Source: an optimization exercise on an open RTL-to-GDS flow (aim: small area, a short achievable clock period and few clock cycles per item). Production flows keep margins and buffers that such runs may drop. The RTL was checked by simulation tests, not by an equivalence proof against the original design.

`flow/run.sh`:
```
#!/bin/bash
# synth_recipe.tcl (not shown) runs the flow's synth.tcl, then flattens the netlist and writes it again
# the make line also repeats each setting of config.mk as NAME=value (left out here)
make -C /OpenROAD-flow-scripts/flow DESIGN_CONFIG=/design/flow/config.mk WORK_HOME=/design/flow/orfs CLKGATE_MAP_FILE= SYNTH_SCRIPT=/design/flow/synth_recipe.tcl finish
```
`flow/config.mk`:
```
export PLATFORM = sky130hd
export DESIGN_NAME = COUNT_BCD
export DESIGN_NICKNAME = COUNT_BCD
export VERILOG_FILES = /design/flow/design.v
export SDC_FILE = /design/flow/constraint.sdc
export NUM_CORES = 4
export LEC_CHECK = 0
export CAP_MARGIN = 20
export CORE_MARGIN = 2
export CORE_UTILIZATION = 30
export SLEW_MARGIN = 20
```
`flow/constraint.sdc`:
```
create_clock -name core_clock -period 5.0 [get_ports {clk}]
set_input_delay 1.0000 -clock core_clock [delete_from_list [all_inputs] [get_ports {clk}]]
set_output_delay 1.0000 -clock core_clock [all_outputs]
set_load 0.01 [all_outputs]
```
`flow/design.v`:
```
`timescale 1ns / 1ps
module COUNT_BCD(
    input wire clk,  
    input wire reset, 
    input wire [11:0] count, 
    output reg [15:0] BCD,
    output reg rdy
    );
    parameter IDLE = 0; 
    parameter SHIFT = 1;
    parameter ADD = 2;
    reg [11:0] count_p;  
    reg [3:0] shift_idx;  
    reg [1:0] state;  
    reg [15:0] BCD_temp;  
    always @(posedge clk or posedge reset) begin
        if(reset) begin
            BCD <= 0;
            rdy <= 0; 
            shift_idx <= 0; 
            count_p <= 0; 
            state <= IDLE;
        end
        else begin
            case(state)
                IDLE : begin  
                    if(count_p != count) begin  
                        BCD <= 0;  
                        count_p <= count;  
                        shift_idx <= 0;  
                        state <= SHIFT;  
                        rdy <= 0;  
                    end 
                    else begin
                        state <= IDLE;  
                        rdy <= 1;  
                    end
                end
                SHIFT : begin  
                    BCD <= {BCD[14:0], count_p[11 - shift_idx]};  
                    shift_idx <= shift_idx + 1;  
                    state <= ADD;  
                    rdy <= 0;  
                end
                ADD : begin  
                    if(shift_idx == 12) begin
                        rdy <= 1;     
                        state <= IDLE;   
                    end
                    else begin  
                        BCD <= {(BCD[15:12] >= 5) ? BCD[15:12] + 4'd3 : BCD[15:12], 
                            (BCD[11:8] >= 5) ? BCD[11:8] + 4'd3 : BCD[11:8],
                            (BCD[7:4] >= 5) ? BCD[7:4] + 4'd3 : BCD[7:4],
                            (BCD[3:0] >= 5) ? BCD[3:0] + 4'd3 : BCD[3:0]}; 
                        state <= SHIFT;  
                        rdy <= 0;  
                    end
                end
            endcase             
        end
    end
endmodule
```
==> flow_summary.ini <==
[layout]
flow.area_growth_from_synthesis_pct = 20.8
layout.cells.most_common_list = sky130_fd_sc_hd__dfrtp_1, sky130_fd_sc_hd__clkdlybuf4s50_1, sky130_fd_sc_hd__nand2_1
design_area_um2 = 2840
final_nets = 300
layout_commonest_cell = sky130_fd_sc_hd__dfrtp_1
antenna-diode-count = 0
layout-drive-gt1-share = 0.107
layout.filler_cells = 779

[power_and_ir_drop]
power.clock.fraction = 0.145
irDropWorstVdd_uv = 224
leakage_uw = 0.00118
power_density_nw_per_um2 = 562
p_sw_uw = 674
power.internal_uw = 925
report.power.total_uw = 1600
comb_power_share = 0.537
power.sequential.fraction = 0.318
switching_share = 0.421

[floorplanning]
chipHeight_um = 92.6
fp.dieArea_um2 = 8570
core_area_um2 = 7650
starting_utilization_of_the_core_area = 0.308
boundaryPins = 31
die_width_um = 92.6
core.rowCount = 32

[critical_path]
crit_path_max_fanout = 13
timing.reg2reg.setup_slack_ps = 2310
worst_r2r_endpoint = BCD[12]$_DFFE_PP0P_
crit_required_ps = 5180
critPathCaptureType = flip-flop
regToRegStartpoint = state[0]$_DFFE_PP0N_
crit_path_top_delay_cell = sky130_fd_sc_hd__or4_4
worst-setup-path-type = in2reg
worst-r2r-cell-count = 6
worstPathCellList = clkdlybuf4s50_1, xnor2_1, nand4_1, or4_4, nand3_1, mux2_2
crit_family = simple AND/OR/NAND/NOR gates
worstPathBufferInverterCount = 1
cp.arrival_ps = 3090
critical_path.startpoint = count[11]
timing.critical_path.from_type = primary input
worst-path-stages = 6
worstSetupEndpoint = BCD[12]$_DFFE_PP0P_
cp_slowest_stage_delay_ps = 640

[sta]
worst_slack_ps = 2090
worstMarginPinSlew_ps = 926
timing.final.crit_period_ps = 2910
relSlewSlack = 0.383
final-max-slew-violation-count = 0
fin_tns_setup_ps = 0
setup_repair_after_global_routing_missed_its_margin = false
hold_violations_final = 0
setup-violations-final = 0
post-route-period-util = 0.583
achievable-frequency_mhz = 343
clock_skew_ps = 6.12

[yosys]
synth-edff-count = 0
synth-seq-area-share = 0.372
post_synth_inst_count = 242
ys.warnings.count = 1
ys_types = 45
synth.avg_cell_area_um2 = 9.73
ys_dominant_reg_cell = sky130_fd_sc_hd__dfrtp_1
synthArstFlopShare = 1.00
mappedNetlistArea_um2 = 2350
synth.ff_latch_count = 35
syn-num-nets = 272

[global_routing]
via_count_of_the_first_global_routing_pass = 1918
grt_antenna_before_repair = 0
grt-ovfl-total = 0
maximum_number_of_pins_on_one_net_before_global_route_repair = 36
grt.total_usage = 0.129
first_pass_grt_wire_length_um = 8810

[clocking]
cts_post_setup_buffers_inserted = 0
clk_path_buf_depth = 2
hold_buffers = 0
cts-buffers-inserted = 5
clock_insertion_delay_worst_skew_ps = 290
clock_tree.root_cell = sky130_fd_sc_hd__clkbuf_8
cts.htree.levels = 2
cts.sinks = 35
postCtsResizedCells = 0
cts_tree = yes
worst_setup_hold_path_clk_slew_ps = 70

[placement]
post-dp-hpwl_um = 3770
pre_cts_slack_ps = 1800
io_buffer_count = 30
postPlaceCellArea_um2 = 2740
place.gp.congestion = 0.765

[detailed_routing]
antenna_violating_nets_post_route = 0
num_vias = 1932
post-route-drc-count = 0
drtIter0Drc = 93
sum_of_routed_wire_length_over_all_layers_um = 5300
post_drt_via_cell_ratio = 5.18
wire_per_inst_um = 14.2
drt_pre_antenna_iters = 4

[hold_path]
min_path_type = reg2reg

[flow_run]
timing.max_cap.violations = 0

[status]
status = timing/DRC/antenna clean
[sequential cells by signal (all words and copies together), names as in the netlist]
signal	flops
BCD	16
count_p	12
rdy	1
shift_idx	4
state	2
[worst reg2reg max path, delay by kind of cell, from the launching register on]
| kind | cells | cell delay, ps |
|---|---|---|
| adder cells (fa/ha/maj) | 1 | 610 |
| buffers and inverters | 2 | 280 |
| flip-flops | 1 | 400 |
| multiplexers | 1 | 360 |
| AND/OR/NAND/NOR | 2 | 930 |
[kinds of logic (layout without fill, tap and decap cells)]
kind of cell	Yosys count	after routing	share of synthesized area
mux	28	28	0.146
flops	35	35	0.372
compound gates	53	53	0.150
simple gates	67	67	0.144
buf+inv	28	57	0.0478
fa+ha+maj	16	16	0.0851
xor+xnor	15	15	0.0558
[power by group through the flow]
stage | registers [µW] | clock network (µW) | logic, µW
floorplan | 489 | 0 | 651
global placement | 514 | 0 | 850
detailed placement | 515 | 0 | 862
CTS | 510 | 236 | 866
global route | 528 | 249 | 949
finish | 508 | 231 | 859
[area by class of cell]
| type | count | area (µm²) | share of cell area |
|---|---|---|---|
| clock buffers | 8 | 100 | 0.0352 |
| inverters | 18 | 67.6 | 0.0238 |
| multi-input cells | 179 | 1370 | 0.480 |
| flip-flops and latches | 35 | 876 | 0.308 |
| well taps | 102 | 128 | 0.0449 |
| repair buffers | 31 | 308 | 0.108 |
[cells in the mapped netlist (all sizes together), types with 3 or more instances]
library cell	n	area, µm²
dfrtp	35	876
nand2	27	101
and3	3	18.8
nand4	7	43.8
inv	17	63.8
xnor2	15	131
a21oi	10	50.1
clkbuf	9	33.8
nor2b	3	18.8
ha	16	200
nand2b	4	25.0
nand3	5	25.0
mux4	3	71.3
nor2	9	33.8
a22oi	4	30.0
mux2i	8	80.1
mux2	17	191
o21ai	19	98.9
a32o	3	30.0
[per-layer routing]
| metal | GRT usage | vias up | share of wire |
|---|---|---|---|
| li1 | - | 921 | - |
| met1 | 0.161 | 958 | 0.45 |
| met2 | 0.220 | 46 | 0.49 |
| met3 | 0.0293 | 7 | 0.048 |
| met4 | 0.0423 | 0 | 0.011 |
| met5 | 0 | - | 0 |
[worst min path at each step]
stage | cells past startpoint | slack (ps) | end | startpoint
3_5_place_dp | 2 | 490 | rdy$_DFFE_PP0N_ | rdy$_DFFE_PP0N_
3_3_place_gp | 2 | 480 | rdy$_DFFE_PP0N_ | rdy$_DFFE_PP0N_
5_1_grt | 2 | 540 | rdy$_DFFE_PP0N_ | rdy$_DFFE_PP0N_
2_1_floorplan | 1 | 520 | count_p[2]$_DFFE_PP0P_ | count_p[2]$_DFFE_PP0P_
4_1_cts | 2 | 500 | rdy$_DFFE_PP0N_ | rdy$_DFFE_PP0N_
6_report | 2 | 500 | rdy$_DFFE_PP0N_ | rdy$_DFFE_PP0N_
[metrics by stage]
stage          utilization  hold slack [ps]  cells
5_1_grt              0.372              544    373
4_1_cts              0.372              504    373
6_report             0.372              500    373
3_3_place_gp         0.359              482    365
2_1_floorplan            -              516    242
3_5_place_dp         0.359              487    365
Testbench counts, summed over its fixed seeds: cycles 819,200, items 32,768.

==> separate check: timing with driven ports <==
No port has a modelled driver above. Below, the same layout with a new extraction and two added sets of constraints. Step 1 (the two cells are an assumption about what drives the block):
set clk [get_ports {clk}]
set_driving_cell -lib_cell sky130_fd_sc_hd__clkbuf_16 $clk
set_driving_cell -lib_cell sky130_fd_sc_hd__buf_2 [delete_from_list [all_inputs] $clk]
Step 2 times the ports against the registers' clock, not the clock port: input delays grow and output delays shrink by t, the midpoint of the rising clock arrivals with the driver on. a / b / c = ideal / step 1 / step 2; a / b = the first two.
t (ns): 0.314
setup slack, ns: 2.087 / 2.090 / 1.776
worst data-port slew with drivers (ns): 0.03
After both steps this run still meets setup and hold. The setup slack of this run moves by +0.003 ns with the drivers and by -0.311 ns with both steps.
